This design comes from an exercise in tuning for small area on the open sky130 flow, not from production work.
In this exercise RTL edits were held to simulation tests only and were not proved equivalent to the original.
The clock port is modelled as an ideal driver; clocking choices that lean on that would not hold on a real chip.
Power figures rest on the tool's default switching activity, not on a simulated workload.

== green ==
==> flow/design.v <==
module wavelet_transform(clk, rst, data_stream, H_out, L_out, addr);
input clk, rst;
output reg [0:7] H_out;
output reg [0:7] L_out;
output reg  [0:7] addr;
input [0:7] data_stream;
wire [2:0] p = addr[5:7];
reg  [7:0] a1, a2;       
reg  [7:0] se, sf, sg1, sg2, sk;
reg  [7:0] ao, af, ag1, ag2, ak;
reg  [7:0] c1, c2, c3, lr;
reg  [7:0] mux_a, mux_b, mux_c, mux_e;
reg  warm;
wire early = !warm && !addr[4];
always @* begin
    case (p)
    3'd0: begin mux_a = early ? 8'h00 : c2;  mux_b = data_stream;
                mux_c = early ? 8'h00 : se;  mux_e = warm ? ak : 8'h00;  end
    3'd1: begin mux_a = data_stream;         mux_b = c1;
                mux_c = early ? 8'h00 : sf;  mux_e = early ? 8'h00 : ao;  end
    3'd2: begin mux_a = early ? 8'h00 : lr;  mux_b = data_stream;
                mux_c = se;                  mux_e = early ? 8'h00 : af;  end
    3'd3: begin mux_a = data_stream;         mux_b = c2;
                mux_c = warm ? sg2 : 8'h00;  mux_e = ao;  end
    3'd4: begin mux_a = c2;                  mux_b = data_stream;
                mux_c = se;                  mux_e = warm ? ag2 : 8'h00; end
    3'd5: begin mux_a = data_stream;         mux_b = c1;
                mux_c = sf;                  mux_e = ao;  end
    3'd6: begin mux_a = c3;                  mux_b = data_stream;
                mux_c = se;                  mux_e = af;  end
    default: begin mux_a = data_stream;      mux_b = L_out;
                mux_c = early ? 8'h00 : sk;  mux_e = ao;  end
    endcase
end
function [7:0] add8(input [7:0] x, input [7:0] y, input ci);
    integer i;
    reg c;
    begin
        c = ci;
        for (i = 0; i < 8; i = i + 1) begin
            add8[i] = (x[i] ^ y[i]) ^ c;
            c = (x[i] & y[i]) | (c & (x[i] ^ y[i]));
        end
    end
endfunction
wire [7:0] nd1  = ~{1'b0, a1[7:1]};
wire [7:0] sub1 = add8(mux_b, nd1, 1'b1);
wire [7:0] sub2 = add8(mux_c, nd1, 1'b1);
wire [7:0] hq   = {2'b00, H_out[0:5]};
wire [7:0] add1 = add8(a2, hq, 1'b0);
wire [7:0] add2 = add8(mux_e, hq, 1'b0);
always @(posedge clk, negedge rst) begin
    if (!rst) begin
        addr  <= 0;
        H_out <= 0;
        L_out <= 0;
        a1    <= 0;
    end else begin
        addr  <= addr + 1;
        H_out <= sub2;
        L_out <= add2;
        a1    <= mux_a;
    end
end
always @(posedge clk, negedge rst) begin
    if (!rst)
        warm <= 1'b0;
    else if (addr[4:7] == 4'hf)
        warm <= 1'b1;
end
always @(posedge clk) begin
    a2 <= a1;
    if (!p[0]) se <= sub1;
    if (p[1:0] == 2'b01) sf <= sub1;
    if (p == 3'd3) begin sg1 <= sub1; sg2 <= sg1; end
    if (p == 3'd7) sk <= sub1;
    if (p[0]) ao <= add1;
    if (p[1:0] == 2'b10) af <= add1;
    if (p == 3'd4) begin ag1 <= add1; ag2 <= ag1; end
    if (p == 3'd0) ak <= add1;
    c1 <= L_out;
    c2 <= c1;
    c3 <= c2;
    if (p == 3'd3) lr <= c2;
end
endmodule
export LEC_CHECK = 0
export CAP_MARGIN = 20
export CORE_MARGIN = 2
export CORE_UTILIZATION = 55
export SLEW_MARGIN = 20
create_clock -name core_clock -period 6.0 [get_ports {clk}]
standard.sh (not shown) runs the stock make flow with config.mk's settings and CLKGATE_MAP_FILE= SYNTH_SCRIPT=/design/flow/synth_recipe.tcl, a recipe that flattens the netlist after the stock synthesis.
==> flow/flow/run.sh <==
#!/bin/bash
# Own layout flow: the standard synthesis and ORFS steps, with
#  - single-size buffers on the ports (buf_1 instead of clkdlybuf4s50_1),
#  - a clock tree of clkbuf_4 cells without dummy loads, where the clock
#    buffers whose loads see too high a slew are upsized to clkbuf_8
#    (flow/fixclk.tcl) before routing,
#  - timing-driven global placement that does not keep the resizer's buffers
#    (GPL_KEEP_OVERFLOW=0); repair_design still fixes slew and capacitance.
# Each step's full output goes to a log file of its own in the work folder.
set -euo pipefail
export BUFFER_PORTS_ARGS="-buffer_cell sky130_fd_sc_hd__buf_1"
export GPL_KEEP_OVERFLOW=0
export CTS_ARGS="-sink_clustering_enable -repair_clock_nets -buf_list sky130_fd_sc_hd__clkbuf_4 -dont_use_dummy_load"
bash standard.sh synth > synth.log 2>&1
bash standard.sh cts > place_cts.log 2>&1
RESULTS="$PWD/orfs/results/$FLOW_PLATFORM/wavelet_transform/base" openroad -no_init -exit flow/fixclk.tcl > fixclk.log 2>&1
bash standard.sh finish > route_finish.log 2>&1
Other scripts of this flow, unchanged in this note and not shown: flow/flow/fixclk.tcl
green reached the end of the flow, and the finished layout is clean on the timing, design-rule and antenna checks.
For orange, these inputs were changed with respect to green:
-- flow/design.v --
<<< green, line 10
reg  [7:0] ao, af, ag1, ag2, ak;
reg  [7:0] c1, c2, c3, lr;
reg  [7:0] mux_a, mux_b, mux_c, mux_e;
reg  warm;
wire early = !warm && !addr[4];
always @* begin
    case (p)
    3'd0: begin mux_a = early ? 8'h00 : c2;  mux_b = data_stream;
                mux_c = early ? 8'h00 : se;  mux_e = warm ? ak : 8'h00;  end
    3'd1: begin mux_a = data_stream;         mux_b = c1;
                mux_c = early ? 8'h00 : sf;  mux_e = early ? 8'h00 : ao;  end
    3'd2: begin mux_a = early ? 8'h00 : lr;  mux_b = data_stream;
                mux_c = se;                  mux_e = early ? 8'h00 : af;  end
    3'd3: begin mux_a = data_stream;         mux_b = c2;
                mux_c = warm ? sg2 : 8'h00;  mux_e = ao;  end
    3'd4: begin mux_a = c2;                  mux_b = data_stream;
                mux_c = se;                  mux_e = warm ? ag2 : 8'h00; end
    3'd5: begin mux_a = data_stream;         mux_b = c1;
                mux_c = sf;                  mux_e = ao;  end
    3'd6: begin mux_a = c3;                  mux_b = data_stream;
                mux_c = se;                  mux_e = af;  end
    default: begin mux_a = data_stream;      mux_b = L_out;
                mux_c = early ? 8'h00 : sk;  mux_e = ao;  end
    endcase
end
function [7:0] add8(input [7:0] x, input [7:0] y, input ci);
    integer i;
>>> orange, line 10
reg  [7:0] ao, af, ag1, ag2, ak;
reg  [7:0] c1, c2, c3, lr;
reg  warm;
wire early = !warm && !addr[4];
wire ph0 = (p == 3'd0), ph1 = (p == 3'd1), ph2 = (p == 3'd2), ph3 = (p == 3'd3);
wire ph4 = (p == 3'd4), ph5 = (p == 3'd5), ph6 = (p == 3'd6), ph7 = (p == 3'd7);
wire [7:0] mux_a, mux_b, mux_c, mux_e;
wt_mux4 u_mux_a (.d0(data_stream), .s0(p[0]),
                 .d1(c2),  .s1(ph0 & !early | ph4),
                 .d2(lr),  .s2(ph2 & !early),
                 .d3(c3),  .s3(ph6), .y(mux_a));
wt_mux4 u_mux_b (.d0(data_stream), .s0(!p[0]),
                 .d1(c1),  .s1(ph1 | ph5),
                 .d2(c2),  .s2(ph3),
                 .d3(L_out), .s3(ph7), .y(mux_b));
wt_mux4 u_mux_c (.d0(se),  .s0(!p[0] & !(ph0 & early)),
                 .d1(sf),  .s1(ph1 & !early | ph5),
                 .d2(sg2), .s2(ph3 & warm),
                 .d3(sk),  .s3(ph7 & !early), .y(mux_c));
wt_mux4 u_mux_e (.d0(ao),  .s0(p[0] & !(ph1 & early)),
                 .d1(af),  .s1(ph2 & !early | ph6),
                 .d2(ag2), .s2(ph4 & warm),
                 .d3(ak),  .s3(ph0 & warm), .y(mux_e));
function [7:0] add8(input [7:0] x, input [7:0] y, input ci);
    integer i;
<<< green, line 85
end
endmodule
>>> orange, line 83
end
endmodule
module wt_mux4(d0, d1, d2, d3, s0, s1, s2, s3, y);
input  [7:0] d0, d1, d2, d3;
input        s0, s1, s2, s3;
output [7:0] y;
assign y = ({8{s0}} & d0) | ({8{s1}} & d1) | ({8{s2}} & d2) | ({8{s3}} & d3);
endmodule
--- outcome ---
Per the comparison of orange with green, power dissipated in sequential cells roughly the same, via count now smaller, setup slack of the critical path after layout now smaller, total wire length after detailed routing fell 1300 um, total congestion overflow held. Taking green as the reference, in orange core utilization essentially unchanged; cell area after layout decreased 1.0%; proportion of cell area occupied by multi-input gates decreased 1.2 points. Of the two values seen for worst setup path startpoint, addr[5] was produced by green and addr[7] by orange. Measured against each other, green and orange differ in part of the total power dissipated in the clock network, the higher figure coming from orange. The run showing the greater final cell count is green. Summary of the comparison: number of gates on the worst path with buffers counted is lower in orange, relative to green.

-- port drivers added, routing unchanged --
In the flow no input, the clock included, has a driving cell. The finished layouts below were timed again as built, in two steps. Step 1 (the two cells are an assumption about what drives the block):
set clk [get_ports {clk}]
set_driving_cell -lib_cell sky130_fd_sc_hd__clkbuf_16 $clk
set_driving_cell -lib_cell sky130_fd_sc_hd__buf_2 [delete_from_list [all_inputs] $clk]
Step 2 moves the port delays by t, midway between the first and last clock arrival at a register: inputs arrive t later, outputs are due t later. That takes back most of the time a late clock gives input paths. a / b / c = ideal / step 1 / step 2; a / b = the first two.
| run | shift t [ns] | setup WS [ns] | clock arrival spread, ns | worst data-port slew with drivers (ns) | cell pins on the clock port's net |
|---|---|---|---|---|---|
| green | 0.455 | 0.411 / 0.411 / 0.411 | 0.032 / 0.031 | 0.05 | 1 |
| orange | 0.454 | 0.369 / 0.369 / 0.369 | 0.029 / 0.030 | 0.03 | 1 |
After both steps every run listed still meets setup and hold.
